Context: an optimization exercise on an open-source flow, tuned for small area. The choices shown serve that exercise and are no tape-out recipe. RTL that was checked went through simulation tests only; none was proved equivalent to the original. Only the layout flow was run in runs 1 and 3; the RTL was not checked for function there. In run 4 the design's own scripts or RTL, not TritonCTS, make the clock network. No driver is modelled on the clock port, so clock power and skew are understated where the tree is cut down; a real chip needs a root buffer or a tree. Power figures rest on the tool's default switching activity, not on a simulated workload.

===== flow/flow/run.sh =====
#!/bin/bash
# Own layout flow: the standard flow, with
#  - synthesis mapped by an area-oriented ABC script (flow/abc_speed.script
#    stands in for ORFS's script of that name; registers are untouched),
#  - port buffers of the smallest buffer cell,
#  - clock tree without dummy loads.
# Each step's full output goes to a log file of its own in this folder.
set -euo pipefail
W=$PWD

# Scripts folder: ORFS's scripts, with the ABC script replaced.
mkdir -p "$W/scripts_own"
for f in "$FLOW_HOME"/scripts/*; do
  ln -sfn "$f" "$W/scripts_own/$(basename "$f")"
done
rm -f "$W/scripts_own/abc_speed.script"
cp "$W/flow/abc_speed.script" "$W/scripts_own/abc_speed.script"

bash standard.sh SCRIPTS_DIR="$W/scripts_own" ADDER_MAP_FILE= synth > "$W/synth.log" 2>&1

CTS="-sink_clustering_enable -repair_clock_nets -buf_list sky130_fd_sc_hd__clkbuf_8 -sink_clustering_size 20 -dont_use_dummy_load"
bash standard.sh \
  BUFFER_PORTS_ARGS="-buffer_cell sky130_fd_sc_hd__buf_1" \
  CTS_ARGS="$CTS" \
  finish > "$W/layout.log" 2>&1

===== flow/flow/abc_speed.script =====
strash
&get -n
&deepsyn -T 20
&put
&get -n
&dch -f
&nf -a -R 1000
&put

===== flow/standard.sh =====
#!/bin/bash
# synth_recipe.tcl (not shown) runs the flow's synth.tcl, then flattens the netlist and writes it again
# the make line also repeats each setting of config.mk as NAME=value (left out here)
make -C /OpenROAD-flow-scripts/flow DESIGN_CONFIG=/design/flow/config.mk WORK_HOME=/design/flow/orfs CLKGATE_MAP_FILE= SYNTH_SCRIPT=/design/flow/synth_recipe.tcl "${@:-finish}"

===== flow/config.mk =====
export PLATFORM = sky130hd
export DESIGN_NAME = drsstc_sfp_transceiver_top
export DESIGN_NICKNAME = drsstc_sfp_transceiver_top
export VERILOG_FILES = /design/flow/design.v
export SDC_FILE = /design/flow/constraint.sdc
export NUM_CORES = 4
export LEC_CHECK = 0
export CAP_MARGIN = 20
export CORE_MARGIN = 2
export CORE_UTILIZATION = 40
export SLEW_MARGIN = 20

===== flow/constraint.sdc =====
create_clock -name core_clock -period 16.0 [get_ports {CLK_60M}]
set_input_delay 3.2000 -clock core_clock [delete_from_list [all_inputs] [get_ports {CLK_60M}]]
set_output_delay 3.2000 -clock core_clock [all_outputs]
set_load 0.01 [all_outputs]

===== flow/design.v =====
module reset_gen (
    input   wire    i_clk,
    input   wire    i_res_n,
    output  wire    o_res_n
);
    reg r_ff1;
    reg r_ff2;
    always @(posedge i_clk or negedge i_res_n) begin
        if (~i_res_n) begin
            r_ff1 <= 1'b0;
            r_ff2 <= 1'b0;
        end else begin
            r_ff1 <= 1'b1;
            r_ff2 <= r_ff1;
        end
    end
    assign o_res_n = r_ff2;
endmodule
module led_ctrl (
    input   wire            i_clk,
    input   wire            i_res_n,
    input   wire            i_tx_d1,
    input   wire            i_tx_err,
    input   wire            i_rx_d1,
    input   wire            i_rx_err,
    output  wire            o_tx_led_red,
    output  wire            o_tx_led_gr,
    output  wire            o_rx_led_red,
    output  wire            o_rx_led_gr,
    output  reg     [1:0]   o_q,
    output  reg     [3:0]   o_r
);
    reg     [11:0]  r_m;
    reg     [3:0]   r_c;
    wire            w_q2  = o_q[1];                      
    wire            w_r9  = o_r[3] & o_r[0];             
    wire            w_u29 = w_r9 & o_q[0];               
    wire            w_m_max = (&r_m[11:7]) & (&r_m[4:0]);  
    always @(posedge i_clk or negedge i_res_n) begin
        if (~i_res_n) begin
            o_q <= 2'd2;
            o_r <= 4'd9;
            r_m <= 12'd0;
            r_c <= 4'd0;
        end else begin
            o_q <= w_q2 ? 2'd0 : o_q + 2'd1;
            if (w_q2) begin
                o_r <= w_r9 ? 4'd0 : o_r + 4'd1;
            end
            if (w_u29) begin
                r_m <= w_m_max ? 12'd0 : r_m + 12'd1;
                if (w_m_max) begin
                    r_c <= (r_c[3] & r_c[1]) ? {r_c[3:1], ~r_c[0]} : r_c + 4'd1;
                end
            end
        end
    end
    wire            w_boot0 = ~r_c[3] & ~(r_c[2] & (r_c[1] | r_c[0]));   
    wire            w_boot1 = ~w_boot0 & ~(r_c[3] & r_c[1]);             
    wire            w_flash = r_c[0];
    assign o_tx_led_red = w_boot0 | (~w_boot1 & (~i_tx_err | w_flash));
    assign o_tx_led_gr  = w_boot0 | (~w_boot1 & i_tx_d1);
    assign o_rx_led_red = w_boot0 | (~w_boot1 & (~i_rx_err | w_flash));
    assign o_rx_led_gr  = w_boot0 | (~w_boot1 & i_rx_d1);
endmodule
module cdr (
    input   wire            i_clk,
    input   wire            i_res_n,
    input   wire            i_SerialData,
    output  wire            o_RecoveryData,
    output  wire            o_DataEn
);
    reg     [2:0]   r_syncFF;
    always @(posedge i_clk or negedge i_res_n) begin
        if (~i_res_n) begin
            r_syncFF <= 3'd0;
        end else begin
            r_syncFF <= {r_syncFF[1:0], i_SerialData};
        end
    end
    wire            w_ts = r_syncFF[2] ^ r_syncFF[1];
    reg     [1:0]   r_rcvState;
    always @(posedge i_clk or negedge i_res_n) begin
        if (~i_res_n) begin
            r_rcvState <= 2'd0;
        end else begin
            case (r_rcvState)
                2'd1:    r_rcvState <= w_ts ? 2'd3 : 2'd2;
                2'd2:    r_rcvState <= 2'd0;
                default: r_rcvState <= w_ts ? 2'd0 : 2'd1;
            endcase
        end
    end
    assign o_DataEn = r_rcvState[1];
    assign o_RecoveryData = r_syncFF[2] ^ r_rcvState[0];
endmodule
module encode_8b10b (datain, dispin, dataout, dispout) ;
  input [8:0]   datain ;
  input 	dispin ;   
  output [9:0]	dataout ;
  output	dispout ;
  wire ai = datain[0] ;
  wire bi = datain[1] ;
  wire ci = datain[2] ;
  wire di = datain[3] ;
  wire ei = datain[4] ;
  wire fi = datain[5] ;
  wire gi = datain[6] ;
  wire hi = datain[7] ;
  wire ki = datain[8] ;
  wire aeqb = (ai & bi) | (!ai & !bi) ;
  wire ceqd = (ci & di) | (!ci & !di) ;
  wire l22 = (ai & bi & !ci & !di) |
	     (ci & di & !ai & !bi) |
	     ( !aeqb & !ceqd) ;
  wire l40 = ai & bi & ci & di ;
  wire l04 = !ai & !bi & !ci & !di ;
  wire l13 = ( !aeqb & !ci & !di) |
	     ( !ceqd & !ai & !bi) ;
  wire l31 = ( !aeqb & ci & di) |
	     ( !ceqd & ai & bi) ;
  wire ao = ai ;
  wire bo = (bi & !l40) | l04 ;
  wire co = l04 | ci | (ei & di & !ci & !bi & !ai) ;
  wire do_ = di & ! (ai & bi & ci) ;
  wire eo = (ei | l13) & ! (ei & di & !ci & !bi & !ai) ;
  wire io = (l22 & !ei) |
	    (ei & !di & !ci & !(ai&bi)) |   
	    (ei & l40) |
	    (ki & ei & di & ci & !bi & !ai) |  
	    (ei & !di & ci & !bi & !ai) ;
  wire pd1s6 = (ei & di & !ci & !bi & !ai) | (!ei & !l22 & !l31) ;
  wire nd1s6 = ki | (ei & !l22 & !l13) | (!ei & !di & ci & bi & ai) ;
  wire ndos6 = pd1s6 ;
  wire pdos6 = ki | (ei & !l22 & !l13) ;
  wire alt7 = fi & gi & hi & (ki | 
			      (dispin ? (!ei & di & l31) : (ei & !di & l13))) ;
  wire fo = fi & ! alt7 ;
  wire go = gi | (!fi & !gi & !hi) ;
  wire ho = hi ;
  wire jo = (!hi & (gi ^ fi)) | alt7 ;
  wire nd1s4 = fi & gi ;
  wire pd1s4 = (!fi & !gi) | (ki & ((fi & !gi) | (!fi & gi))) ;
  wire ndos4 = (!fi & !gi) ;
  wire pdos4 = fi & gi & hi ;
  wire illegalk = ki & 
		  (ai | bi | !ci | !di | !ei) &  
		  (!fi | !gi | !hi | !ei | !l31) ;  
  wire compls6 = (pd1s6 & !dispin) | (nd1s6 & dispin) ;
  wire disp6 = dispin ^ (ndos6 | pdos6) ;
  wire compls4 = (pd1s4 & !disp6) | (nd1s4 & disp6) ;
  assign dispout = disp6 ^ (ndos4 | pdos4) ;
  assign dataout = {(ao ^ compls6), (bo ^ compls6),
		    (co ^ compls6), (do_ ^ compls6),
		    (eo ^ compls6), (io ^ compls6),
		    (fo ^ compls4), (go ^ compls4),
		    (ho ^ compls4), (jo ^ compls4)};
endmodule
module decode_8b10b (datain, dispin, dataout, dispout, code_err, disp_err) ;
  input [9:0]   datain ;
  input		dispin ;
  output [8:0]	dataout ;
  output	dispout ;
  output	code_err ;
  output	disp_err ;
  wire ai = datain[9] ;
  wire bi = datain[8] ;
  wire ci = datain[7] ;
  wire di = datain[6] ;
  wire ei = datain[5] ;
  wire ii = datain[4] ;
  wire fi = datain[3] ;
  wire gi = datain[2] ;
  wire hi = datain[1] ;
  wire ji = datain[0] ;
  wire aeqb = (ai & bi) | (!ai & !bi) ;
  wire ceqd = (ci & di) | (!ci & !di) ;
  wire p22 = (ai & bi & !ci & !di) |
	     (ci & di & !ai & !bi) |
	     ( !aeqb & !ceqd) ;
  wire p13 = ( !aeqb & !ci & !di) |
	     ( !ceqd & !ai & !bi) ;
  wire p31 = ( !aeqb & ci & di) |
	     ( !ceqd & ai & bi) ;
  wire p40 = ai & bi & ci & di ;
  wire p04 = !ai & !bi & !ci & !di ;
  wire disp6a = p31 | (p22 & dispin) ;  
   wire disp6a2 = p31 & dispin ;   
   wire disp6a0 = p13 & ! dispin ;  
  wire disp6b = (((ei & ii & ! disp6a0) | (disp6a & (ei | ii)) | disp6a2 |
		  (ei & ii & di)) & (ei | ii | di)) ;
  wire p22bceeqi = p22 & bi & ci & (ei == ii) ;
  wire p22bncneeqi = p22 & !bi & !ci & (ei == ii) ;
  wire p13in = p13 & !ii ;
  wire p31i = p31 & ii ;
  wire p13dei = p13 & di & ei & ii ;
  wire p22aceeqi = p22 & ai & ci & (ei == ii) ;
  wire p22ancneeqi = p22 & !ai & !ci & (ei == ii) ;
  wire p13en = p13 & !ei ;
  wire anbnenin = !ai & !bi & !ei & !ii ;
  wire abei = ai & bi & ei & ii ;
  wire cdei = ci & di & ei & ii ;
  wire cndnenin = !ci & !di & !ei & !ii ;
  wire p22enin = p22 & !ei & !ii ;
  wire p22ei = p22 & ei & ii ;
  wire p31dnenin = p31 & !di & !ei & !ii ;
  wire p31e = p31 & ei ;
  wire compa = p22bncneeqi | p31i | p13dei | p22ancneeqi | 
		p13en | abei | cndnenin ;
  wire compb = p22bceeqi | p31i | p13dei | p22aceeqi | 
		p13en | abei | cndnenin ;
  wire compc = p22bceeqi | p31i | p13dei | p22ancneeqi | 
		p13en | anbnenin | cndnenin ;
  wire compd = p22bncneeqi | p31i | p13dei | p22aceeqi |
		p13en | abei | cndnenin ;
  wire compe = p22bncneeqi | p13in | p13dei | p22ancneeqi | 
		p13en | anbnenin | cndnenin ;
  wire ao = ai ^ compa ;
  wire bo = bi ^ compb ;
  wire co = ci ^ compc ;
  wire do_ = di ^ compd ;
  wire eo = ei ^ compe ;
  wire feqg = (fi & gi) | (!fi & !gi) ;
  wire heqj = (hi & ji) | (!hi & !ji) ;
  wire fghj22 = (fi & gi & !hi & !ji) |
		(!fi & !gi & hi & ji) |
		( !feqg & !heqj) ;
  wire fghjp13 = ( !feqg & !hi & !ji) |
		 ( !heqj & !fi & !gi) ;
  wire fghjp31 = ( (!feqg) & hi & ji) |
		 ( !heqj & fi & gi) ;
  wire dispout = (fghjp31 | (disp6b & fghj22) | (hi & ji)) & (hi | ji) ;
  wire ko = ( (ci & di & ei & ii) | ( !ci & !di & !ei & !ii) |
		(p13 & !ei & ii & gi & hi & ji) |
		(p31 & ei & !ii & !gi & !hi & !ji)) ;
  wire alt7 =   (fi & !gi & !hi &  
		 ((dispin & ci & di & !ei & !ii) | ko |
		  (dispin & !ci & di & !ei & !ii))) |
		(!fi & gi & hi &  
		 (( !dispin & !ci & !di & ei & ii) | ko |
		  ( !dispin & ci & !di & ei & ii))) ;
  wire k28 = (ci & di & ei & ii) | ! (ci | di | ei | ii) ;
  wire k28p = ! (ci | di | ei | ii) ;
  wire fo = (ji & !fi & (hi | !gi | k28p)) |
	    (fi & !ji & (!hi | gi | !k28p)) |
	    (k28p & gi & hi) |
	    (!k28p & !gi & !hi) ;
  wire go = (ji & !fi & (hi | !gi | !k28p)) |
	    (fi & !ji & (!hi | gi |k28p)) |
	    (!k28p & gi & hi) |
	    (k28p & !gi & !hi) ;
  wire ho = ((ji ^ hi) & ! ((!fi & gi & !hi & ji & !k28p) | (!fi & gi & hi & !ji & k28p) | 
			    (fi & !gi & !hi & ji & !k28p) | (fi & !gi & hi & !ji & k28p))) |
	    (!fi & gi & hi & ji) | (fi & !gi & !hi & !ji) ;
  wire disp6p = (p31 & (ei | ii)) | (p22 & ei & ii) ;
  wire disp6n = (p13 & ! (ei & ii)) | (p22 & !ei & !ii) ;
  wire disp4p = fghjp31 ;
  wire disp4n = fghjp13 ;
  assign code_err = p40 | p04 | (fi & gi & hi & ji) | (!fi & !gi & !hi & !ji) |
		    (p13 & !ei & !ii) | (p31 & ei & ii) | 
		    (ei & ii & fi & gi & hi) | (!ei & !ii & !fi & !gi & !hi) | 
		    (ei & !ii & gi & hi & ji) | (!ei & ii & !gi & !hi & !ji) |
		    (!p31 & ei & !ii & !gi & !hi & !ji) |
		    (!p13 & !ei & ii & gi & hi & ji) |
		    (((ei & ii & !gi & !hi & !ji) | 
		      (!ei & !ii & gi & hi & ji)) &
		     ! ((ci & di & ei) | (!ci & !di & !ei))) |
		    (disp6p & disp4p) | (disp6n & disp4n) |
		    (ai & bi & ci & !ei & !ii & ((!fi & !gi) | fghjp13)) |
		    (!ai & !bi & !ci & ei & ii & ((fi & gi) | fghjp31)) |
		    (fi & gi & !hi & !ji & disp6p) |
		    (!fi & !gi & hi & ji & disp6n) |
		    (ci & di & ei & ii & !fi & !gi & !hi) |
		    (!ci & !di & !ei & !ii & fi & gi & hi) ;
  assign dataout = {ko, ho, go, fo, eo, do_, co, bo, ao} ;
   assign disp_err = ((dispin & disp6p) | (disp6n & !dispin) |
		      (dispin & !disp6n & fi & gi) |
		      (dispin & ai & bi & ci) |
		      (dispin & !disp6n & disp4p) |
		      (!dispin & !disp6p & !fi & !gi) |
		      (!dispin & !ai & !bi & !ci) |
		      (!dispin & !disp6p & disp4n) |
		      (disp6p & disp4p) | (disp6n & disp4n)) ;
endmodule
module serial_tx_master (
    input   wire            i_clk,
    input   wire            i_res_n,
    input   wire            i_sfp_tx_flt,
    input   wire            i_my_lock,
    input   wire            i_rx_lock,
    input   wire    [3:0]   i_data,
    input   wire            i_master,
    input   wire    [1:0]   i_q,
    input   wire    [3:0]   i_r,
    output  wire            o_SerialData,
    output  wire            o_drv_en,
    output  wire            o_sfp_tx_dis_n
);
    wire            w_r9     = i_r[3] & i_r[0];
    wire            w_sample = w_r9 & ~i_q[1] & ~i_q[0];    
    wire            w_hold   = w_r9 & (i_q[1] | i_q[0]);    
    reg     [5:0]   r_mosi;
    always @(posedge i_clk) begin
        if (w_sample) begin
            r_mosi <= {i_my_lock, i_master, i_data[3:0]};
        end
    end
    wire            w_p1 = ^r_mosi;
    reg             r_started;
    reg             r_dispin;
    reg     [3:0]   r_k;
    wire            w_send_k = (r_k != 4'd0) & (r_k <= 4'd5);
    wire            w_dispout;
    always @(posedge i_clk or negedge i_res_n) begin
        if (~i_res_n) begin
            r_started <= 1'b0;
            r_dispin <= 1'b0;
            r_k <= 4'd0;
        end else if (w_sample) begin
            r_started <= 1'b1;
            r_dispin <= r_started & w_dispout;
            if (r_k == 4'd0) begin
                if (~i_rx_lock | ~i_my_lock) begin
                    r_k <= 4'd1;
                end
            end else if (r_k == 4'd10) begin
                r_k <= 4'd0;
            end else begin
                r_k <= r_k + 4'd1;
            end
        end
    end
    wire    [9:0]   w_data_10b;
    encode_8b10b encode_8b10b_inst (
        .datain ( w_send_k ? 9'h1bc : {1'b0, 1'b1, r_mosi, w_p1} ),
        .dispin ( r_dispin ),
        .dataout ( w_data_10b ),
        .dispout ( w_dispout )
    );
    reg             w_bit;
    always @(*) begin
        case (i_r)
            4'd0: w_bit = w_data_10b[9];
            4'd1: w_bit = w_data_10b[8];
            4'd2: w_bit = w_data_10b[7];
            4'd3: w_bit = w_data_10b[6];
            4'd4: w_bit = w_data_10b[5];
            4'd5: w_bit = w_data_10b[4];
            4'd6: w_bit = w_data_10b[3];
            4'd7: w_bit = w_data_10b[2];
            4'd8: w_bit = w_data_10b[1];
            default: w_bit = w_data_10b[0];
        endcase
    end
    reg             r_last;
    wire            w_x = r_started & (w_hold ? r_last : w_bit);
    always @(posedge i_clk) begin
        r_last <= w_x;
    end
    reg             r_serialData;
    always @(posedge i_clk or negedge i_res_n) begin
        if (~i_res_n) begin
            r_serialData <= 1'b0;
        end else begin
            r_serialData <= w_x & ~i_sfp_tx_flt;
        end
    end
    assign o_SerialData = r_serialData;
    assign o_drv_en = ~i_sfp_tx_flt;
    assign o_sfp_tx_dis_n = i_sfp_tx_flt;
endmodule
module serial_rx (
    input   wire            i_clk,
    input   wire            i_res_n,
    input   wire            i_SerialData,
    input   wire            i_sfp_los,
    output  wire            o_rcv_en_n,
    input   wire    [3:0]   i_dip_sel,   
    output  wire            o_my_lock,
    output  reg             o_rx_lock,
    output  reg     [3:0]   o_data,
    output  reg             o_master
);
    assign o_rcv_en_n = 1'b0;    
    wire            w_sync1bData;
    wire            w_sync1bEn;
    reg     [1:0]   r_los_syncFF;
    wire            w_sfp_los = r_los_syncFF[1];
    always @(posedge i_clk or negedge i_res_n) begin
        if (~i_res_n) begin
            r_los_syncFF <= 2'b11;
        end else begin
            r_los_syncFF <= {r_los_syncFF[0], i_sfp_los};
        end
    end
    cdr cdr_inst (
        .i_clk ( i_clk ),
        .i_res_n ( i_res_n ),
        .i_SerialData ( i_SerialData ),
        .o_RecoveryData ( w_sync1bData ),
        .o_DataEn ( w_sync1bEn )
    );
    reg     [9:0]   r_10bShift;
    reg             r_shift_out;
    always @(posedge i_clk or negedge i_res_n) begin
        if (~i_res_n) begin
            r_10bShift <= 10'd0;
        end else if (w_sync1bEn) begin
            r_10bShift <= {r_10bShift[8:0], w_sync1bData};
        end
    end
    always @(posedge i_clk) begin
        r_shift_out <= r_10bShift[9];
    end
    wire            w_k28_5_det = (r_10bShift == 10'b0011111010) |
                                  (r_10bShift == 10'b1100000101);
    reg     [3:0]   r_sym_bitCnt;
    wire            r_sym_capture = r_sym_bitCnt[3] & ~r_sym_bitCnt[1] & r_sym_bitCnt[0];   
    wire            r_out_trig = r_sym_bitCnt[3] & r_sym_bitCnt[1];                       
    wire            r_k28_5_det_FF = r_sym_bitCnt[0];
    always @(posedge i_clk or negedge i_res_n) begin
        if (~i_res_n) begin
            r_sym_bitCnt <= 4'd0;
        end else if (w_sync1bEn) begin
            if (r_sym_capture) begin
                r_sym_bitCnt <= {3'b101, w_k28_5_det};
            end else if (w_k28_5_det) begin
                r_sym_bitCnt <= 4'd0;
            end else begin
                r_sym_bitCnt <= r_sym_bitCnt + 4'd1;
            end
        end else if (r_out_trig) begin
            r_sym_bitCnt <= 4'd0;
        end
    end
    wire    [9:0]   w_sym = {r_shift_out, r_10bShift[9:1]};
    wire    [8:0]   w_dec;
    wire            w_code_err;
    decode_8b10b decode_8b10b (
        .datain ( w_sym ),
        .dispin ( 1'b0 ),
        .dataout ( w_dec ),
        .dispout ( ),
        .code_err ( w_code_err ),
        .disp_err ( )
    );
    wire    [7:0]   w_8b_data = w_dec[7:0];
    reg             r_sym_ce;
    always @(posedge i_clk or negedge i_res_n) begin
        if (~i_res_n) begin
            r_sym_ce <= 1'b1;
        end else if (r_out_trig) begin
            r_sym_ce <= w_code_err;
        end
    end
    reg             r_code_err;
    always @(posedge i_clk or negedge i_res_n) begin
        if (~i_res_n) begin
            r_code_err <= 1'b1;
        end else if (r_sym_capture) begin
            r_code_err <= r_sym_ce;
        end
    end
    reg     [2:0]   r_lock_st;
    wire            r_sym_locked = r_lock_st[2] & (r_lock_st[1] | r_lock_st[0]);
    wire            w_bad_frame;
    always @(posedge i_clk or negedge i_res_n) begin
        if (~i_res_n) begin
            r_lock_st <= 3'd0;
        end else if (w_sfp_los | r_code_err | r_lock_st[1] & r_lock_st[2]) begin
            r_lock_st <= 3'd0;
        end else if (r_sym_locked) begin
            if (w_bad_frame) begin
                r_lock_st <= 3'd6;
            end
        end else if (w_sync1bEn & r_sym_capture) begin
            if (w_k28_5_det) begin
                r_lock_st <= r_lock_st + 3'd1;
            end else begin
                r_lock_st <= 3'd0;
            end
        end
    end
    assign o_my_lock = r_sym_locked;
    wire            w_p1_ok = ^w_8b_data[7:0];
    wire            w_frame = r_out_trig & ~r_k28_5_det_FF;
    wire            w_good = w_p1_ok & w_8b_data[7];
    assign          w_bad_frame = w_frame & ~w_good;
    always @(posedge i_clk or negedge i_res_n) begin
        if (~i_res_n) begin
            o_rx_lock <= 1'b0;
            o_data <= 4'd0;
            o_master <= 1'b0;
        end else if (~r_sym_locked | w_bad_frame) begin
            o_data <= o_data & ~i_dip_sel;
        end else if (w_frame) begin
            o_rx_lock <= ~(w_sym[2] ^ w_sym[1]);
            o_master <= w_sym[3] ^ w_sym[0];
            o_data[3:0] <= w_8b_data[4:1];
        end
    end
endmodule
module drsstc_sfp_transceiver_top (
    input           CLK_60M,
    input           RST_N,
    input   [7:0]   IN,
    output  [7:0]   OUT,
    input   [2:0]   LV_IN,
    output  [2:0]   LV_OUT,
    input   [7:0]   DIP_SW1,         
    input   [7:0]   DIP_SW2,         
    output  [1:0]   LED_TX,          
    output  [1:0]   LED_RX,          
    input           SFP_LOSS_SIG,    
    output          SFP_RATE_SEL,    
    output          SFP_TX_DIS_N,    
    input           SFP_TX_FLT,      
    input   [2:0]   SFP_MOD_DEF,     
    input           LVDS_DAT_OUT,    
    output          LVDS_DAT_IN,     
    output          LVDS_DRV_EN,     
    output          LVDS_RCV_EN_N,   
    output          TP1,
    output          TP2
    );
    wire            w_clk = CLK_60M;
    wire            w_my_locked;
    wire            w_rx_locked;
    wire            w_rst_n;
    reset_gen reset_gen_inst (
        .i_clk ( w_clk ),
        .i_res_n ( RST_N ),
        .o_res_n ( w_rst_n )
    );
    wire    [1:0]   w_tb_q;
    wire    [3:0]   w_tb_r;
    led_ctrl led_ctrl_inst (
        .i_clk ( w_clk ),
        .i_res_n ( w_rst_n ),
        .i_tx_d1 ( IN[0] ),
        .i_tx_err ( SFP_MOD_DEF[0] | SFP_TX_FLT ),
        .i_rx_d1 ( OUT[0] ),
        .i_rx_err ( SFP_MOD_DEF[0] | SFP_LOSS_SIG | ~w_my_locked),
        .o_tx_led_red ( LED_TX[1] ),
        .o_tx_led_gr ( LED_TX[0] ),
        .o_rx_led_red ( LED_RX[1] ),
        .o_rx_led_gr ( LED_RX[0] ),
        .o_q ( w_tb_q ),
        .o_r ( w_tb_r )
    );
    serial_tx_master serial_tx_master_inst (
        .i_clk ( w_clk ),
        .i_res_n ( w_rst_n ),
        .i_sfp_tx_flt ( SFP_TX_FLT ),
        .i_my_lock ( w_my_locked ),
        .i_rx_lock ( w_rx_locked ),
        .i_data ( IN[3:0] ),
        .i_master ( ~DIP_SW2[0] ),
        .i_q ( w_tb_q ),
        .i_r ( w_tb_r ),
        .o_SerialData ( LVDS_DAT_IN ),
        .o_drv_en ( LVDS_DRV_EN ),
        .o_sfp_tx_dis_n ( SFP_TX_DIS_N )
    );
    wire    [3:0]   w_rx_data;
    wire            w_rx_master;
    serial_rx serial_rx_inst (
        .i_clk ( w_clk ),
        .i_res_n ( w_rst_n ),
        .i_SerialData ( LVDS_DAT_OUT ),
        .i_sfp_los ( SFP_LOSS_SIG ),
        .o_rcv_en_n ( LVDS_RCV_EN_N ),
        .i_dip_sel ( DIP_SW1[3:0] ),
        .o_my_lock ( w_my_locked ),
        .o_rx_lock ( w_rx_locked ),
        .o_data ( w_rx_data[3:0] ),
        .o_master ( w_rx_master )
    );
    assign OUT[3:0] = w_rx_data[3:0];
    assign OUT[4] = w_my_locked;
    assign OUT[5] = w_rx_locked;
    assign OUT[6] = w_rx_master;
    assign LV_OUT[2:0] = w_rx_data[2:0];
    assign OUT[7] = 1'b0;
    assign TP1 = 1'b0;
    assign TP2 = 1'b0;
    assign SFP_RATE_SEL = 1'b0;
endmodule

==> out/results.txt, run 1 <==
IO buf count: 31
total grt overflow: 0
routability-driven placement congestion ratio: 0.832
diodes inserted: 0
Longest Clk Path Bufs: 2
Critical Path Max Stage Delay: 0.17 ns
worst slew pin tran: 0.683 ns
vias in the first global route: 2779
# clock sinks: 71
NumNets Final: 481
Clk pwr share: 18.0%
leakage power: 1.65 nW
CTS resizes: 0
P_int: 0.361 mW
first-pass GRT wire length: 12.8 mm
f_max: 143 MHz
syn_area_per_cell: 9.16 um^2
die extent in x: 101 um
crit path kind: in2out
worst-path fanout max: 2
sequential share of the synthesized area: 47.6%
Max-Slew Margin vs Limit: 53.3%
post-synthesis adder-cell area fraction: 0%
Crit path buffers/inverters: 2
most used cell, CP: buf_1
wire length per cell: 13.0 um
skew final: 0.0236 ns
Startpoint Class: primary input
Finished Layout Cells: 573
VDD IR max: 0.0687 mV
total track usage: 15.7%
EDFF count, synth: 6
Reg2Reg Setup Slack: 12.08 ns
final WL: 7.47 mm
ANT nets after route: 0
Mapped Area: 3790 um^2
critical path capture point type: output pin
CTS H-tree depth: 3
post-synthesis xor/xnor area fraction: 6.70%
WP data arrival: 3.77 ns
Slew Viols, Final: 0
FF+latch count, synth: 71
Min Hold Slack: 0.185 ns
detailed placement HPWL: 5.35 mm
register share of total power: 44.3%
NetSw: 0.235 mW
FF-to-FF Start: serial_tx_master_inst.r_k[1]$_DFFE_PN0P_
initial drt markers: 94
Worst R2R Path Depth: 16
predominant post-synthesis flop cell: dfrtp_1
die area: 10300 um^2
pin count of the biggest net entering global routing: 45
core area: 9240 um^2
Synth Area in Compound Gates: 17.6%
Post-CTS Setup Bufs: 0
Setup TNS: 0 ns
placed insts: 564
chip height: 101 um
CP delay by family, top: buffers and inverters
P&R area growth vs syn: 8.25%
cell chain of the critical path: buf_1 -> nor2_1 -> a21oi_1 -> o21ai_0 -> buf_1
largest family of logic cells by synthesized area: simple AND/OR/NAND/NOR gates
CP required: 12.80 ns
mux cell area share after synthesis: 3.83%
hold buffers post-CTS: 0
post-route minimum period: 6.97 ns
# setup viols final: 0
Clk pin slew, worst setup/hold paths: 0.07 ns
Hold Vio Cnt, Final: 0
I/O pin count: 57
CTS tree: yes
FF-to-FF End: serial_tx_master_inst.r_serialData$_DFF_PN0_
cell count after synthesis: 414
Synth cell types: 48
sw frac: 39.4%
DR pass1 iterations: 5
clk latency of the worst-skew pair: 0.35 ns
Synth async-reset ratio: 88.7%
Logic pwr share: 37.7%
DR vias: 3018
Starting Density: 41.0%
Via density: 5.27
Max Cap Viol: 0
CTS root buffer: clkbuf_8
layout cell share with drive strength beyond 1: 4.50%
P per Cell Area: 145 nW/um^2
simple-gate share of the synthesized area: 19.7%
Tcrit/Tclk final: 43.6%
total CTS buffers: 9
initial antenna violation count: 0
Critical-path top delay cell: buf_1
RSZ-0062 raised after global routing: false
outcome: timing/DRC/antenna clean
DRC violations left: 0
Rows: 35
YS warnings: 5
min-delay worst type: reg2async
## metal layers
metal / GRT usage (%) / part of all wire [%]
met5: 0 / 0
met4: 6.55 / 1.5
met1: 19.9 / 47
met3: 3.73 / 3.8
met2: 25.7 / 48
## cells in the final DEF (no fill, tap or decap), types with 7 or more instances in the layout
cell      synthesis  routed
dfrtp_1          56      55
nor2_1           48      48
a21oi_1          45      45
nand2_1          45      45
buf_1             0      31
o21ai_0          26      26
xnor2_1          19      19
nand3_1          16      16
nor3_1           15      15
mux2_1           12      12
clkinv_1         10      10
xor2_1           10      10
clkbuf_8          0       9
and2_0            8       8
dfstp_2           7       7
## power by group through the flow
stage,registers (mW),clock network [mW],logic (mW)
floorplan,0.252,0,0.188
global placement,0.265,0,0.221
detailed placement,0.267,0,0.224
CTS,0.263,0.113,0.225
global route,0.270,0.120,0.253
finish,0.264,0.107,0.225
## state kept, by name (all words and copies together), names as in the netlist, 4 cells and up
register                      cells
led_ctrl_inst.r_m                12
serial_rx_inst.r_10bShift        10
serial_tx_master_inst.r_mosi      6
led_ctrl_inst.o_r                 4
led_ctrl_inst.r_c                 4
serial_rx_inst.o_data             4
serial_rx_inst.r_sym_bitCnt       4
serial_tx_master_inst.r_k         4
## logic make-up after synthesis
kind of cell	Yosys count
xor+xnor	29
buf+inv	27
flops	71
other cells	2
simple gates	161
mux	13
compound gates	111
## metrics by stage
stage / cell area (um^2) / total power, mW / setup WS (ns) / utilization, %
after detailed placement: 3980 / 0.490 / 9.03 / 43.1
after CTS: 4110 / 0.601 / 9.02 / 44.4
after global routing: 4110 / 0.644 / 8.89 / 44.4
final: 4110 / 0.596 / 9.03 / 44.4
after global placement: 3980 / 0.486 / 9.04 / 43.1
after floorplan: 3810 / 0.441 / 9.19 / -
## cells in the mapped netlist, types with 6 or more instances
library cell | n | area (um^2)
nand3_1 | 16 | 80.1
and2_0 | 8 | 50.1
nor2_1 | 48 | 180
mux2_1 | 12 | 135
buf_4 | 17 | 128
a21oi_1 | 45 | 225
o21ai_0 | 26 | 130
xnor2_1 | 19 | 166
dfstp_2 | 7 | 184
clkinv_1 | 10 | 37.5
nor3_1 | 15 | 75.1
edfxtp_1 | 6 | 180
xor2_1 | 10 | 87.6
dfrtp_1 | 56 | 1400
nand2_1 | 45 | 169
## how the worst max path moves through the flow
stage | startpoint | endpoint | slack [ns] | depth (start not counted)
after detailed placement | SFP_MOD_DEF[0] | LED_RX[1] | 9.03 | 5
final | SFP_MOD_DEF[0] | LED_RX[1] | 9.03 | 5
after floorplan | SFP_MOD_DEF[0] | LED_RX[1] | 9.19 | 4
after CTS | SFP_MOD_DEF[0] | LED_RX[1] | 9.02 | 5
after global routing | SFP_MOD_DEF[0] | LED_RX[1] | 8.89 | 5
after global placement | SFP_MOD_DEF[0] | LED_RX[1] | 9.04 | 5
## final cells by class
cell class              count  area, um^2
clock buffers               9         124
flip-flops and latches     71        1810
well taps                 129         161
inverters                  10        37.5
multi-input cells         320        1840
fillers                   909        5130
repair buffers             34         139
==> inputs of run 2 (changes only) <==
--- a/flow/design.v
+++ b/flow/design.v
@@ -36,12 +36,11 @@
     wire            w_r9  = o_r[3] & o_r[0];             
     wire            w_u29 = w_r9 & o_q[0];               
     wire            w_m_max = (&r_m[11:7]) & (&r_m[4:0]);  
-    always @(posedge i_clk or negedge i_res_n) begin
+    always @(posedge i_clk) begin
         if (~i_res_n) begin
             o_q <= 2'd2;
             o_r <= 4'd9;
             r_m <= 12'd0;
-            r_c <= 4'd0;
         end else begin
             o_q <= w_q2 ? 2'd0 : o_q + 2'd1;
             if (w_q2) begin
@@ -49,12 +48,16 @@
             end
             if (w_u29) begin
                 r_m <= w_m_max ? 12'd0 : r_m + 12'd1;
-                if (w_m_max) begin
-                    r_c <= (r_c[3] & r_c[1]) ? {r_c[3:1], ~r_c[0]} : r_c + 4'd1;
-                end
             end
         end
     end
+    always @(posedge i_clk or negedge i_res_n) begin
+        if (~i_res_n) begin
+            r_c <= 4'd0;
+        end else if (w_u29 & w_m_max) begin
+            r_c <= (r_c[3] & r_c[1]) ? {r_c[3:1], ~r_c[0]} : r_c + 4'd1;
+        end
+    end
     wire            w_boot0 = ~r_c[3] & ~(r_c[2] & (r_c[1] | r_c[0]));   
     wire            w_boot1 = ~w_boot0 & ~(r_c[3] & r_c[1]);             
     wire            w_flash = r_c[0];
@@ -315,10 +318,15 @@
         if (~i_res_n) begin
             r_started <= 1'b0;
             r_dispin <= 1'b0;
-            r_k <= 4'd0;
         end else if (w_sample) begin
             r_started <= 1'b1;
             r_dispin <= r_started & w_dispout;
+        end
+    end
+    always @(posedge i_clk) begin
+        if (~i_res_n) begin
+            r_k <= 4'd0;
+        end else if (w_sample) begin
             if (r_k == 4'd0) begin
                 if (~i_rx_lock | ~i_my_lock) begin
                     r_k <= 4'd1;
@@ -418,7 +426,7 @@
     wire            r_sym_capture = r_sym_bitCnt[3] & ~r_sym_bitCnt[1] & r_sym_bitCnt[0];   
     wire            r_out_trig = r_sym_bitCnt[3] & r_sym_bitCnt[1];                       
     wire            r_k28_5_det_FF = r_sym_bitCnt[0];
-    always @(posedge i_clk or negedge i_res_n) begin
+    always @(posedge i_clk) begin
         if (~i_res_n) begin
             r_sym_bitCnt <= 4'd0;
         end else if (w_sync1bEn) begin
==> run 2 against run 1 <==
  * Global-route usage rose by 1.1 points
  * Highest routed layer unchanged
  * Setup slack got worse by 0.0086 ns
  * Clock-buffer cell count did not move
==> out/results.txt, run 2 <==
outcome: timing/DRC/antenna clean
FF-to-FF Start: serial_rx_inst.r_10bShift[7]$_DFFE_PN0P_
first-pass GRT wire length: 13.7 mm (+6.7%)
worst-path fanout max: 2 (unchanged)
Clk pin slew, worst setup/hold paths: 0.08 ns (about the same)
Post-CTS Setup Bufs: 0 (unchanged)
Tcrit/Tclk final: 43.6% (+0.053 points)
Startpoint Class: primary input
Synth top area share: 22.0% (-15 points)
min-delay worst type: reg2reg
FF+latch count, synth: 71 (unchanged)
largest family of logic cells by synthesized area: simple AND/OR/NAND/NOR gates
post-route minimum period: 6.98 ns (+0.00856 ns)
diodes inserted: 0 (unchanged)
worst slew pin tran: 0.847 ns (+0.164 ns)
Via density: 5.49 (+4.3%)
synth cell count leaders: nor2_1 (56), nand2_1 (39), a21oi_1 (37), o21ai_0 (34), dfrtp_1 (33)
CP required: 12.80 ns (about the same)
# clock sinks: 71 (unchanged)
total track usage: 16.8% (+1.1 points)
cell count after synthesis: 430 (+3.9%)
Util after Layout: 44.1% (-0.29 points)
Synth cell types: 47 (-2.1%)
Longest Clk Path Bufs: 2 (unchanged)
Mapped Area: 3750 um^2 (-1.1%)
Hold Vio Cnt, Final: 0 (unchanged)
crit path kind: in2out
commonest non-fill, non-tap cell in the layout: nor2_1
wire length per cell: 13.4 um (+3.0%)
hold buffers post-CTS: 0 (unchanged)
syn_area_per_cell: 8.73 um^2 (-4.7%)
pin count of the biggest net entering global routing: 52 (+16%)
critical path capture point type: output pin
most frequent cells in the layout: nor2_1 (56), nand2_1 (39), a21oi_1 (37), o21ai_0 (34), dfrtp_1 (32)
CTS resizes: 0 (unchanged)
layout cell share with drive strength beyond 1: 3.70% (-0.80 points)
mux cell area share after synthesis: 2.97% (-0.86 points)
max reg flops: 12 (unchanged)
EDFF count, synth: 6 (unchanged)
# setup viols final: 0 (unchanged)
cell chain of the critical path: buf_1 -> nor2_1 -> a21oi_1 -> o21ai_0 -> buf_1
Max-Slew Margin vs Limit: 42.8% (-10 points)
CTS root buffer: clkbuf_8
DR vias: 3130 (+3.7%)
YS warnings: 5 (unchanged)
clk latency of the worst-skew pair: 0.35 ns (about the same)
P&R area growth vs syn: 7.67%
total grt overflow: 0 (unchanged)
initial antenna violation count: 0 (unchanged)
Synth Area in Compound Gates: 19.1% (+1.5 points)
skew final: 0.0256 ns (+0.00193 ns)
CTS tree: yes
VDD IR max: 0.0834 mV (+21%)
RSZ-0062 raised after global routing: false
Synth async-reset ratio: 52.1% (-37 points)
detailed placement HPWL: 5.37 mm (+0.47%)
top cells by area, synth: dfrtp_1 (22%), dfxtp_1 (15%), nor2_1 (5.6%)
most used cell, CP: buf_1
Starting Density: 41.0% (-0.045 points)
DRC violations left: 0 (unchanged)
f_max: 143 MHz (-0.12%)
chip height: 101 um (-0.51%)
Slew Viols, Final: 0 (unchanged)
post-synthesis adder-cell area fraction: 0% (unchanged)
final WL: 7.65 mm (+2.4%)
initial drt markers: 130 (+38%)
routability-driven placement congestion ratio: 0.868 (+4.4%)
Setup TNS: 0 ns (unchanged)
post-synthesis xor/xnor area fraction: 7.00% (+0.30 points)
Critical-path top delay cell: buf_1
NumNets Final: 496 (+3.1%)
CP Launch Point: SFP_MOD_DEF[0]
Max Cap Viol: 0 (unchanged)
CTS H-tree depth: 3 (unchanged)
biggest regs: led_ctrl_inst.r_m (12), serial_rx_inst.r_10bShift (10), serial_tx_master_inst.r_mosi (6)
ANT nets after route: 0 (unchanged)
vias in the first global route: 3012 (+8.4%)
DR pass1 iterations: 5 (unchanged)
count leader, synth: nor2_1
I/O pin count: 57 (unchanged)
hold_sp: serial_rx_inst.cdr_inst.r_syncFF[0]$_DFF_PN0_
predominant post-synthesis flop cell: dfrtp_1
sequential share of the synthesized area: 44.5% (-3.1 points)
Top reg by flops: led_ctrl_inst.r_m
total CTS buffers: 9 (unchanged)
WP data arrival: 3.78 ns (about the same)
die extent in x: 101 um (-0.51%)
die area: 10200 um^2 (-1.0%)
Critical Path Max Stage Delay: 0.17 ns (about the same)
leakage power: 1.56 nW (-5.2%)
Rows: 35 (unchanged)
simple-gate share of the synthesized area: 21.8% (+2.1 points)
P per Cell Area: 160 nW/um^2 (+10%)
Pwr Total: 0.648 mW (+8.7%)
IO buf count: 31 (unchanged)
post-synth top area cell: dfrtp_1
core area: 9150 um^2 (-0.95%)
run 2: changes by cell type in the layout (fill, tap and decap cells not counted), moves of 5 or more:
cell      previous run  this run
dfrtp_1             55        32
a31oi_1              4        10
nor2_1              48        56
a21oi_1             45        37
dfxtp_1              2        28
a211oi_1             3         9
nand2_1             45        39
o21ai_0             26        34
and3_1               5        10
run 2: cell type report:
cell class	count	area, um^2
inverter	10	37.5
timing repair buffer	33	131
tap	111	139
sequential	71	1670
fill	889	5110
clock buffer	9	124
multi-input combinational	336	1940
run 2: report_power, final:
part	internal, mW	leakage, nW	total (mW)	switching [mW]
combinational	0.126	0.762	0.275	0.149
clock	0.0501	0.0647	0.108	0.0581
sequential	0.207	0.738	0.265	0.0580
run 2: stage by stage:
stage | cells | worst slack (ns) | hold slack [ns] | area (um^2)
after detailed placement | 561 | 9.02 | 0.340 | 3910
after global placement | 561 | 9.03 | 0.334 | 3910
after CTS | 570 | 9.02 | 0.361 | 4040
final | 570 | 9.02 | 0.359 | 4040
after global routing | 570 | 8.94 | 0.368 | 4040
after floorplan | 434 | 9.19 | 0.331 | 3770
run 2: path summary, 6_finish.rpt:
path,endpoint,slack (ns),cells after the start
min reg2reg,serial_rx_inst.cdr_inst.r_syncFF[1]$_DFF_PN0_,0.36,0
max reg2reg,serial_rx_inst.r_lock_st[2]$_DFFE_PN0P_,11.39,17
max,LED_RX[1],9.02,5
min in group asynchronous,serial_rx_inst.cdr_inst.r_syncFF[1]$_DFF_PN0_,0.38,1
max in group asynchronous,reset_gen_inst.r_ff2$_DFF_PN0_,13.25,1
min,serial_rx_inst.cdr_inst.r_syncFF[1]$_DFF_PN0_,0.36,0
run 2: kinds of logic (layout without fill, tap and decap cells):
logic type	Yosys count	count (layout)
compound gates	118	118
xor+xnor	30	30
buf+inv	27	52
flops	71	71
mux	10	10
other cells	2	6
simple gates	172	172
run 2: critical path: cells and delay by family:
| family | cells | cell delay (ns) |
|---|---|---|
| compound gates | 2 | 0.22 |
| buf+inv | 2 | 0.26 |
| simple gates | 1 | 0.10 |
run 2: metal layers:
| layer | global-route usage [%] | share of wire, % |
|---|---|---|
| met1 | 21.0 | 46 |
| met2 | 27.3 | 48 |
| met3 | 4.92 | 4.2 |
| met4 | 6.43 | 1.3 |
| met5 | 0 | 0 |
==> inputs of run 3 (changes only) <==
--- a/flow/design.v
+++ b/flow/design.v
@@ -36,11 +36,12 @@
     wire            w_r9  = o_r[3] & o_r[0];             
     wire            w_u29 = w_r9 & o_q[0];               
     wire            w_m_max = (&r_m[11:7]) & (&r_m[4:0]);  
-    always @(posedge i_clk) begin
+    always @(posedge i_clk or negedge i_res_n) begin
         if (~i_res_n) begin
             o_q <= 2'd2;
             o_r <= 4'd9;
             r_m <= 12'd0;
+            r_c <= 4'd0;
         end else begin
             o_q <= w_q2 ? 2'd0 : o_q + 2'd1;
             if (w_q2) begin
@@ -48,16 +49,12 @@
             end
             if (w_u29) begin
                 r_m <= w_m_max ? 12'd0 : r_m + 12'd1;
+                if (w_m_max) begin
+                    r_c <= (r_c[3] & r_c[1]) ? {r_c[3:1], ~r_c[0]} : r_c + 4'd1;
+                end
             end
         end
     end
-    always @(posedge i_clk or negedge i_res_n) begin
-        if (~i_res_n) begin
-            r_c <= 4'd0;
-        end else if (w_u29 & w_m_max) begin
-            r_c <= (r_c[3] & r_c[1]) ? {r_c[3:1], ~r_c[0]} : r_c + 4'd1;
-        end
-    end
     wire            w_boot0 = ~r_c[3] & ~(r_c[2] & (r_c[1] | r_c[0]));   
     wire            w_boot1 = ~w_boot0 & ~(r_c[3] & r_c[1]);             
     wire            w_flash = r_c[0];
@@ -318,15 +315,10 @@
         if (~i_res_n) begin
             r_started <= 1'b0;
             r_dispin <= 1'b0;
+            r_k <= 4'd0;
         end else if (w_sample) begin
             r_started <= 1'b1;
             r_dispin <= r_started & w_dispout;
-        end
-    end
-    always @(posedge i_clk) begin
-        if (~i_res_n) begin
-            r_k <= 4'd0;
-        end else if (w_sample) begin
             if (r_k == 4'd0) begin
                 if (~i_rx_lock | ~i_my_lock) begin
                     r_k <= 4'd1;
@@ -426,7 +418,7 @@
     wire            r_sym_capture = r_sym_bitCnt[3] & ~r_sym_bitCnt[1] & r_sym_bitCnt[0];   
     wire            r_out_trig = r_sym_bitCnt[3] & r_sym_bitCnt[1];                       
     wire            r_k28_5_det_FF = r_sym_bitCnt[0];
-    always @(posedge i_clk) begin
+    always @(posedge i_clk or negedge i_res_n) begin
         if (~i_res_n) begin
             r_sym_bitCnt <= 4'd0;
         end else if (w_sync1bEn) begin
--- a/flow/flow/run.sh
+++ b/flow/flow/run.sh
@@ -18,7 +18,7 @@
 
 bash standard.sh SCRIPTS_DIR="$W/scripts_own" ADDER_MAP_FILE= synth > "$W/synth.log" 2>&1
 
-CTS="-sink_clustering_enable -repair_clock_nets -buf_list sky130_fd_sc_hd__clkbuf_8 -sink_clustering_size 20 -dont_use_dummy_load"
+CTS="-sink_clustering_enable -repair_clock_nets -buf_list sky130_fd_sc_hd__clkbuf_16 -sink_clustering_size 35 -sink_clustering_max_diameter 100 -dont_use_dummy_load"
 bash standard.sh \
   BUFFER_PORTS_ARGS="-buffer_cell sky130_fd_sc_hd__buf_1" \
   CTS_ARGS="$CTS" \
==> flow/flow/abc_speed.script (replaced) <==
strash
&get -n
&deepsyn -T 20
&put
dch -f
amap
==> run 3 against run 2 <==
  * Clock power is 48% higher
  * Sequential power is 12% lower
  * Clock skew decreased by 0.0074 ns
  * Final cell count rose by 5.8%
  * Non-clock buffer count is the same
  * Setup slack got worse by 0.0039 ns
==> out/results.txt, run 3 <==
CP required: 12.80 ns (about the same)
WP data arrival: 3.78 ns (about the same)
YS warnings: 5 (unchanged)
DR pass1 iterations: 4 (-1)
die extent in x: 101 um (+0.32%)
met1 Usage GRT: 22.4% (+1.4 points)
GR Util met2: 26.8% (-0.49 points)
Tcrit/Tclk final: 43.7% (about the same)
# setup viols final: 0 (unchanged)
wire length per cell: 13.2 um (-1.5%)
synth cell count leaders: nor2_1 (96), clkinv_1 (69), dfrtp_1 (56), o21ai_0 (33), nor3_1 (28)
RSZ-0062 raised after global routing: false
CTS tree: yes
biggest regs: led_ctrl_inst.r_m (12), serial_rx_inst.r_10bShift (10), serial_tx_master_inst.r_mosi (6)
hold buffers post-CTS: 0 (unchanged)
routability-driven placement congestion ratio: 0.985 (+13%)
Longest Clk Path Bufs: 2 (unchanged)
FF-to-FF Start: serial_rx_inst.r_10bShift[9]$_DFFE_PN0P_
predominant post-synthesis flop cell: dfrtp_1
total grt overflow: 0 (unchanged)
ANT nets after route: 0 (unchanged)
P&R area growth vs syn: 10.2%
chip height: 101 um (+0.32%)
Clk pin slew, worst setup/hold paths: 0.05 ns (-0.03 ns)
crit path kind: in2out
sequential share of the synthesized area: 47.8% (+3.2 points)
clk latency of the worst-skew pair: 0.33 ns (-0.02 ns)
Synth async-reset ratio: 88.7% (+37 points)
Max-Slew Margin vs Limit: 42.8% (+0.054 points)
cell count after synthesis: 463 (+7.7%)
EDFF count, synth: 6 (unchanged)
core area: 9200 um^2 (+0.48%)
count leader, synth: nor2_1
Multi-input gate area: 1600 um^2 (-17%)
IO buf count: 31 (unchanged)
post-route minimum period: 6.98 ns (+0.00390 ns)
Setup TNS: 0 ns (unchanged)
initial drt markers: 195 (+50%)
max reg flops: 12 (unchanged)
GRT met3 Usage: 3.31% (-1.6 points)
Top reg by flops: led_ctrl_inst.r_m
diodes inserted: 0 (unchanged)
syn_area_per_cell: 8.16 um^2 (-6.5%)
initial antenna violation count: 0 (unchanged)
worst-path fanout max: 2 (unchanged)
most frequent cells in the layout: nor2_1 (96), clkinv_1 (69), dfrtp_1 (55), o21ai_0 (33), buf_1 (31)
Min Hold Slack: 0.188 ns (-0.170 ns)
top cells by area, synth: dfrtp_1 (37%), nor2_1 (9.5%), clkinv_1 (6.9%)
Mapped Area: 3780 um^2 (+0.67%)
DRC violations left: 0 (unchanged)
total track usage: 16.8% (+0.019 points)
pin count of the biggest net entering global routing: 45 (-13%)
placed insts: 594 (+5.9%)
I/O pin count: 57 (unchanged)
layout cell share with drive strength beyond 1: 3.86% (+0.16 points)
leakage power: 1.61 nW (+2.7%)
f_max: 143 MHz (about the same)
Via density: 5.51 (+0.36%)
Synth cell types: 43 (-8.5%)
post-synth top area cell: dfrtp_1
Post-CTS Setup Bufs: 0 (unchanged)
total CTS buffers: 9 (unchanged)
Hold Vio Cnt, Final: 0 (unchanged)
Starting Density: 41.1% (+0.077 points)
# clock sinks: 71 (unchanged)
Util after Layout: 45.3% (+1.1 points)
CTS H-tree depth: 3 (unchanged)
die area: 10200 um^2 (+0.64%)
Rows: 35 (unchanged)
Max Cap Viol: 0 (unchanged)
vias in the first global route: 3100 (+2.9%)
VDD IR max: 0.0509 mV (-39%)
commonest non-fill, non-tap cell in the layout: nor2_1
Synth top area share: 37.1% (+15 points)
DR vias: 3323 (+6.2%)
CP Launch Point: SFP_MOD_DEF[0]
FF+latch count, synth: 71 (unchanged)
Startpoint Class: primary input
outcome: timing/DRC/antenna clean
fill count: 909 (+2.2%)
critical path capture point type: output pin
worst slew pin tran: 0.851 ns (+0.00373 ns)
Pwr Total: 0.569 mW (-12%)
P per Cell Area: 137 nW/um^2 (-15%)
final WL: 7.98 mm (+4.2%)
detailed placement HPWL: 6.04 mm (+12%)
Finished Layout Cells: 603 (+5.8%)
NumNets Final: 529 (+6.7%)
min-delay worst type: reg2async
CTS resizes: 0 (unchanged)
CTS root buffer: clkbuf_16
Register Area: 1810 um^2 (+8.0%)
grt peak-use layer: met2
skew final: 0.0181 ns (-0.00743 ns)
Slew Viols, Final: 0 (unchanged)
first-pass GRT wire length: 13.9 mm (+1.6%)
run 3: layout make-up:
class	count	share of cell area (%)
sequential	71	43.4
multi-input combinational	310	38.5
inverter	69	6.22
clock buffer	9	5.41
tap	111	3.34
timing repair buffer	33	3.16
run 3: final timing paths:
check                                                           endpoint  slack, ns  cells past startpoint
hold / removal             serial_rx_inst.cdr_inst.r_syncFF[0]$_DFF_PN0_       0.19                      0
hold reg to reg            serial_rx_inst.cdr_inst.r_syncFF[0]$_DFF_PN0_       0.19                      0
setup reg to reg                    serial_rx_inst.o_data[0]$_DFFE_PN0P_      11.33                     21
setup / recovery                                               LED_RX[1]       9.02                      5
min in group core_clock                   reset_gen_inst.r_ff2$_DFF_PN0_       0.35                      0
max in group asynchronous                 reset_gen_inst.r_ff2$_DFF_PN0_      13.21                      1
run 3: stage by stage:
stage	setup WS, ns	cell area, um^2
6_report	9.02	4160
5_1_grt	8.98	4160
4_1_cts	9.01	4160
3_5_place_dp	9.01	3940
3_3_place_gp	9.04	3940
2_1_floorplan	9.20	3790
run 3: routing by layer:
| layer | share of wire, % | up-vias |
|---|---|---|
| li1 | - | 1663 |
| met1 | 47 | 1562 |
| met2 | 47 | 82 |
| met3 | 3.9 | 16 |
| met4 | 1.9 | 0 |
| met5 | 0 | - |
run 3: power by group:
| group | switching [mW] | leakage [nW] | total, mW | internal [mW] |
|---|---|---|---|---|
| sequential | 0.0279 | 0.866 | 0.233 | 0.206 |
| clock | 0.0617 | 0.111 | 0.160 | 0.0981 |
| combinational | 0.117 | 0.630 | 0.175 | 0.0587 |
| total | 0.206 | 1.61 | 0.569 | 0.362 |
run 3: logic make-up (layout without fill, tap and decap cells):
kind of cell           count (synthesis)  after routing  synth area share (%)
AND/OR/NAND/NOR                      180            180                  20.9
XOR/XNOR                               1              1                 0.232
flip-flops                            71             71                  47.8
AO/OA/AOI/OAI                        123            123                  20.7
buffers and inverters                 86            111                  10.2
other                                  2              6                 0.199
run 3: critical path, cell delays in order:
cell,delay [ns]
buf_1,0.09
nor2_1,0.10
a21oi_1,0.07
o21ai_0,0.16
buf_1,0.17
==> inputs of run 4 (changes only) <==
--- a/flow/design.v
+++ b/flow/design.v
@@ -36,12 +36,11 @@
     wire            w_r9  = o_r[3] & o_r[0];             
     wire            w_u29 = w_r9 & o_q[0];               
     wire            w_m_max = (&r_m[11:7]) & (&r_m[4:0]);  
-    always @(posedge i_clk or negedge i_res_n) begin
+    always @(posedge i_clk) begin
         if (~i_res_n) begin
             o_q <= 2'd2;
             o_r <= 4'd9;
             r_m <= 12'd0;
-            r_c <= 4'd0;
         end else begin
             o_q <= w_q2 ? 2'd0 : o_q + 2'd1;
             if (w_q2) begin
@@ -49,12 +48,16 @@
             end
             if (w_u29) begin
                 r_m <= w_m_max ? 12'd0 : r_m + 12'd1;
-                if (w_m_max) begin
-                    r_c <= (r_c[3] & r_c[1]) ? {r_c[3:1], ~r_c[0]} : r_c + 4'd1;
-                end
             end
         end
     end
+    always @(posedge i_clk or negedge i_res_n) begin
+        if (~i_res_n) begin
+            r_c <= 4'd0;
+        end else if (w_u29 & w_m_max) begin
+            r_c <= (r_c[3] & r_c[1]) ? {r_c[3:1], ~r_c[0]} : r_c + 4'd1;
+        end
+    end
     wire            w_boot0 = ~r_c[3] & ~(r_c[2] & (r_c[1] | r_c[0]));   
     wire            w_boot1 = ~w_boot0 & ~(r_c[3] & r_c[1]);             
     wire            w_flash = r_c[0];
@@ -315,10 +318,15 @@
         if (~i_res_n) begin
             r_started <= 1'b0;
             r_dispin <= 1'b0;
-            r_k <= 4'd0;
         end else if (w_sample) begin
             r_started <= 1'b1;
             r_dispin <= r_started & w_dispout;
+        end
+    end
+    always @(posedge i_clk) begin
+        if (~i_res_n) begin
+            r_k <= 4'd0;
+        end else if (w_sample) begin
             if (r_k == 4'd0) begin
                 if (~i_rx_lock | ~i_my_lock) begin
                     r_k <= 4'd1;
@@ -418,7 +426,7 @@
     wire            r_sym_capture = r_sym_bitCnt[3] & ~r_sym_bitCnt[1] & r_sym_bitCnt[0];   
     wire            r_out_trig = r_sym_bitCnt[3] & r_sym_bitCnt[1];                       
     wire            r_k28_5_det_FF = r_sym_bitCnt[0];
-    always @(posedge i_clk or negedge i_res_n) begin
+    always @(posedge i_clk) begin
         if (~i_res_n) begin
             r_sym_bitCnt <= 4'd0;
         end else if (w_sync1bEn) begin
==> flow/flow/run.sh (replaced) <==
#!/bin/bash
# Own layout flow: the standard flow (standard.sh), with
#  - synthesis mapped by an area-oriented ABC script (flow/abc_speed.script
#    stands in for ORFS's script of that name) and no adder cells, so ABC
#    maps all logic; registers are left as the standard synthesis makes them,
#  - port buffers of the smallest buffer cell,
#  - a one-level clock tree (flow/cts_manual.tcl) in place of TritonCTS's.
# Each step's full output goes to a log file of its own in this folder;
# ORFS's per-stage logs are under orfs/logs/.
set -euo pipefail
W=$PWD

# Scripts folder: ORFS's scripts, with the ABC script replaced.
mkdir -p "$W/scripts_own"
for f in "$FLOW_HOME"/scripts/*; do
  ln -sfn "$f" "$W/scripts_own/$(basename "$f")"
done
rm -f "$W/scripts_own/abc_speed.script"
cp "$W/flow/abc_speed.script" "$W/scripts_own/abc_speed.script"

bash standard.sh SCRIPTS_DIR="$W/scripts_own" ADDER_MAP_FILE= synth > "$W/synth.log" 2>&1

# cts_hook.tcl runs before ORFS's CTS step and puts the one-level tree in
# place of its clock_tree_synthesis call.
cat > "$W/cts_hook.tcl" <<TCL
source $W/flow/cts_manual.tcl
rename clock_tree_synthesis tritoncts_unused
proc clock_tree_synthesis {args} { my_manual_cts }
TCL

export CTS_MAN_N=3
export CTS_MAN_CELL=sky130_fd_sc_hd__clkbuf_16
bash standard.sh \
  BUFFER_PORTS_ARGS="-buffer_cell sky130_fd_sc_hd__buf_1" \
  PRE_CTS_TCL="$W/cts_hook.tcl" \
  finish > "$W/layout.log" 2>&1
==> flow/flow/abc_speed.script (replaced) <==
strash
&get -n
&deepsyn -T 20
&put
&get -n
&dch -f
&nf -a -R 1000
&put
==> flow/flow/cts_manual.tcl (new file) <==
# Clock buffering for a small design, in place of TritonCTS's H-tree: the
# clock port drives CTS_MAN_N buffers of type CTS_MAN_CELL, each driving one
# k-means cluster of the registers' clock pins. Every register is one buffer
# from the port, so the tree adds no skew on purpose.
proc my_manual_cts {} {
  set nb $::env(CTS_MAN_N)
  set block [ord::get_db_block]
  set master [[ord::get_db] findMaster $::env(CTS_MAN_CELL)]
  set clk_port [get_full_name [lindex [get_property [lindex [all_clocks] 0] sources] 0]]
  set clk_net [[$block findBTerm $clk_port] getNet]
  set its {}
  foreach it [$clk_net getITerms] { lappend its $it }
  set pts {}
  foreach it $its {
    set xy [$it getAvgXY]
    lappend pts [list [lindex $xy 1] [lindex $xy 2]]
  }
  set n [llength $pts]
  # k-means, seeded by x order
  set sorted [lsort -integer -index 0 $pts]
  set cent {}
  for {set b 0} {$b < $nb} {incr b} {
    lappend cent [lindex $sorted [expr {int(($b + 0.5) * $n / $nb)}]]
  }
  for {set iter 0} {$iter < 50} {incr iter} {
    set asg {}
    foreach p $pts {
      set best 0; set bd -1
      for {set b 0} {$b < $nb} {incr b} {
        set c [lindex $cent $b]
        set d [expr {abs([lindex $p 0]-[lindex $c 0]) + abs([lindex $p 1]-[lindex $c 1])}]
        if {$bd < 0 || $d < $bd} { set bd $d; set best $b }
      }
      lappend asg $best
    }
    set new {}
    for {set b 0} {$b < $nb} {incr b} {
      set sx 0.0; set sy 0.0; set k 0
      foreach p $pts a $asg {
        if {$a == $b} { set sx [expr {$sx + [lindex $p 0]}]; set sy [expr {$sy + [lindex $p 1]}]; incr k }
      }
      if {$k > 0} { lappend new [list [expr {int($sx/$k)}] [expr {int($sy/$k)}]] } else { lappend new [lindex $cent $b] }
    }
    set cent $new
  }
  for {set b 0} {$b < $nb} {incr b} {
    set buf [odb::dbInst_create $block $master clkbuf_man_$b]
    set nn [odb::dbNet_create $block clknet_man_$b]
    $nn setSigType CLOCK
    foreach it $its a $asg {
      if {$a == $b} { $it disconnect; $it connect $nn }
    }
    [$buf findITerm A] connect $clk_net
    [$buf findITerm X] connect $nn
    set c [lindex $cent $b]
    $buf setLocation [lindex $c 0] [lindex $c 1]
    $buf setPlacementStatus PLACED
    puts "clock buffer $b: [llength [lsearch -all $asg $b]] sinks at $c"
  }
  set_propagated_clock [all_clocks]
}
--- a/flow/config.mk
+++ b/flow/config.mk
@@ -7,5 +7,6 @@
 export LEC_CHECK = 0
 export CAP_MARGIN = 20
 export CORE_MARGIN = 2
-export CORE_UTILIZATION = 40
+export CORE_UTILIZATION = 65
+export PLACE_DENSITY = 0.75
 export SLEW_MARGIN = 20
==> run 4 against run 3 <==
  * Critical path depth down 2
  * Fmax is 0.29% lower
  * Final cell count decreased by 13%
  * Register-to-register slack gained 0.68 ns
  * Clock skew grew 0.029 ns
  * Critical endpoint unchanged
  * Setup slack got worse by 0.021 ns
  * Die area shrank 38%
  * Sequential share of layout area decreased by 0.43 points
  * Sequential cell count unchanged
  * Via count down 4.5%
  * Global-route usage rose by 8.3 points
==> out/results.txt, run 4 <==
outcome: timing/DRC/antenna clean
FF-to-FF End: serial_rx_inst.o_data[3]$_DFFE_PN0P_
DRC violations left: 0 (unchanged)
clk latency of the worst-skew pair: 0.17 ns (-0.16 ns)
min-delay worst type: reg2reg
top cells by area, synth: dfrtp_1 (22%), dfxtp_1 (15%), o21ai_0 (5.4%)
CP required: 12.80 ns (about the same)
EDFF count, synth: 6 (unchanged)
placed insts: 524 (-12%)
CP Launch Point: SFP_MOD_DEF[0]
Starting Density: 67.4% (+26 points)
CTS resizes: 0 (unchanged)
Critical-path top delay cell: o41ai_1
skew final: 0.0470 ns (+0.0289 ns)
P&R area growth vs syn: 4.78%
wire length per cell: 14.4 um (+8.5%)
DR pass1 iterations: 5 (+1)
cell count after synthesis: 433 (-6.5%)
Mapped Area: 3710 um^2 (-1.7%)
first-pass GRT wire length: 13.2 mm (-4.8%)
chip height: 79.6 um (-21%)
sequential share of the synthesized area: 45.0% (-2.8 points)
final WL: 7.56 mm (-5.2%)
YS warnings: 5 (unchanged)
Min-Delay Endpoint: serial_rx_inst.cdr_inst.r_syncFF[1]$_DFF_PN0_
f_max: 143 MHz (-0.29%)
CP delay by family, top: compound AO/OA/AOI/OAI gates
initial drt markers: 149 (-24%)
most used cell, CP: buf_1
DR vias: 3172 (-4.5%)
worst-path fanout max: 2 (unchanged)
predominant post-synthesis flop cell: dfrtp_1
total grt overflow: 0 (unchanged)
RSZ-0062 raised after global routing: false
most frequent cells in the layout: nor2_1 (50), nand2_1 (45), o21ai_0 (40), a21oi_1 (38), dfrtp_1 (32)
cell chain of the critical path: buf_1 -> o41ai_1 -> buf_1
Placed Area: 3820 um^2 (-3.1%)
ANT nets after route: 0 (unchanged)
finished layout cell area: 3890 um^2 (-6.5%)
Critical Path Max Stage Delay: 0.33 ns (+0.16 ns)
FF-to-FF Start: serial_rx_inst.r_10bShift[8]$_DFFE_PN0P_
Synth async-reset ratio: 52.1% (-37 points)
core area: 5510 um^2 (-40%)
Slew Viols, Final: 0 (unchanged)
biggest regs: led_ctrl_inst.r_m (12), serial_rx_inst.r_10bShift (10), serial_tx_master_inst.r_mosi (6)
P per Cell Area: 141 nW/um^2 (+3.0%)
Reg2Reg Setup Slack: 12.01 ns (+0.68 ns)
FF+latch count, synth: 71 (unchanged)
die extent in x: 79.6 um (-21%)
leakage power: 1.51 nW (-6.2%)
crit path kind: in2out
Hold Vio Cnt, Final: 0 (unchanged)
critical path capture point type: output pin
Worst R2R Path Depth: 12 (-43%)
synth cell count leaders: nor2_1 (50), nand2_1 (45), o21ai_0 (40), a21oi_1 (38), dfrtp_1 (33)
count leader, synth: nor2_1
Tcrit/Tclk final: 43.8% (+0.13 points)
vias in the first global route: 2917 (-5.9%)
Synth cell types: 50 (+16%)
max reg flops: 12 (unchanged)
Clk pin slew, worst setup/hold paths: 0.11 ns (+0.06 ns)
Synth top area share: 22.2% (-15 points)
WP data arrival: 3.80 ns (+0.02 ns)
Via density: 6.02 (+9.2%)
detailed placement HPWL: 5.52 mm (-8.6%)
worst slew pin tran: 0.912 ns (+0.0613 ns)
routability-driven placement congestion ratio: 0.926 (-6.0%)
Max Cap Viol: 0 (unchanged)
syn_area_per_cell: 8.58 um^2 (+5.1%)
post-route minimum period: 7.00 ns (+0.0205 ns)
Util after Layout: 70.7% (+25 points)
Max-Slew Margin vs Limit: 39.2% (-3.7 points)
diodes inserted: 0 (unchanged)
IO buf count: 31 (unchanged)
fill count: 434 (-52%)
VDD IR max: 0.133 mV (+160%)
hold buffers post-CTS: 0 (unchanged)
post-synth top area cell: dfrtp_1
Post-CTS Setup Bufs: 0 (unchanged)
Startpoint Class: primary input
Hold Path Stages: 0
pin count of the biggest net entering global routing: 47 (+4.4%)
hold_sp: serial_rx_inst.cdr_inst.r_syncFF[0]$_DFF_PN0_
commonest non-fill, non-tap cell in the layout: nor2_1
Crit path buffers/inverters: 2 (unchanged)
# setup viols final: 0 (unchanged)
Top reg by flops: led_ctrl_inst.r_m
Rows: 27 (-23%)
total track usage: 25.1% (+8.3 points)
die area: 6330 um^2 (-38%)
Setup TNS: 0 ns (unchanged)
I/O pin count: 57 (unchanged)
layout cell share with drive strength beyond 1: 1.98% (-1.9 points)
Finished Layout Cells: 527 (-13%)
initial antenna violation count: 0 (unchanged)
NumNets Final: 492 (-7.0%)
[run 4: cell types whose count changed after synthesis, sizes merged, moves of 12 or more]
cell	change
dfrtp	-23
nand2	+20
nor2	-46
o22ai	-14
clkinv	-54
dfxtp	+26
a21oi	+13
xnor2	+12
[run 4: kinds of logic (layout without fill, tap and decap cells)]
family	Yosys count	after routing	share of synthesized area [%]
buffers and inverters	32	50	4.95
xor gates and xnor gates	22	22	5.19
AOI/OAI and AO/OA	132	132	21.8
other	2	6	0.202
muxes	6	6	1.72
and+or+nand+nor	168	168	21.1
DFF	71	71	45.0
[run 4: per-layer routing]
metal	track usage [%]	wire, um	up-vias
li1	-	-	1601
met1	36.2	3620	1483
met2	42.2	3460	78
met3	2.04	371	10
met4	4.31	111	0
met5	0	0	-
[run 4: cell type report]
class | instances | area (um^2) | area share (%)
Multi-Input combinational cell | 334 | 1870 | 48.1
Inverter | 15 | 56.3 | 1.45
Sequential cell | 71 | 1670 | 43.0
Buffer | 3 | 75.1 | 1.93
Timing Repair Buffer | 32 | 124 | 3.18
Tap cell | 72 | 90.1 | 2.32
[run 4: how the worst max path moves through the flow]
stage / endpoint / slack, ns / depth (start not counted)
3_3_place_gp: LED_RX[1] / 9.01 / 3
4_1_cts: LED_RX[1] / 8.99 / 3
2_1_floorplan: LED_RX[1] / 9.11 / 2
5_1_grt: LED_RX[1] / 8.96 / 3
6_report: LED_RX[1] / 9.00 / 3
3_5_place_dp: LED_RX[1] / 9.00 / 3
[run 4: metrics by stage]
step	hold slack, ns	setup slack [ns]	total power, mW
after floorplan	0.331	9.11	0.416
after global placement	0.341	9.01	0.464
after detailed placement	0.345	9.00	0.466
after CTS	0.371	8.99	0.545
after global routing	0.374	8.96	0.593
final	0.367	9.00	0.547
[run 4: power by group]
| part | internal [mW] | leakage (nW) | switching, mW | total [mW] |
|---|---|---|---|---|
| clock | 0.0343 | 0.0370 | 0.0433 | 0.0777 |
| sequential | 0.206 | 0.744 | 0.0675 | 0.274 |
| combinational | 0.0853 | 0.726 | 0.111 | 0.196 |
| total | 0.326 | 1.51 | 0.222 | 0.547 |

## re-timing with driven ports
How much do the figures lean on ideal ports? The routed layouts below were timed once more, with nothing changed but the port constraints.
Step 1, drivers: a clkbuf_16 drives CLK_60M and a buf_2 each remaining input, both assumed.
Step 2 times the ports against the registers' clock, not the clock port: input delays grow and output delays shrink by t, the midpoint of the rising clock arrivals with the driver on.
Slacks: ideal ports / drivers / drivers and shift; pairs: ideal ports / drivers.
run | shift t [ns] | setup slack, ns | slew at the worst register clock pin (ns)
run 1 | 0.363 | 9.028 / 9.007 / 9.007 | 0.08 / 0.08
run 2 | 0.370 | 9.020 / 8.998 / 8.998 | 0.08 / 0.08
run 3 | 0.354 | 9.016 / 8.996 / 8.996 | 0.06 / 0.06
run 4 | 0.207 | 8.995 / 8.973 / 8.973 | 0.11 / 0.11
After both steps every run listed still meets setup and hold.
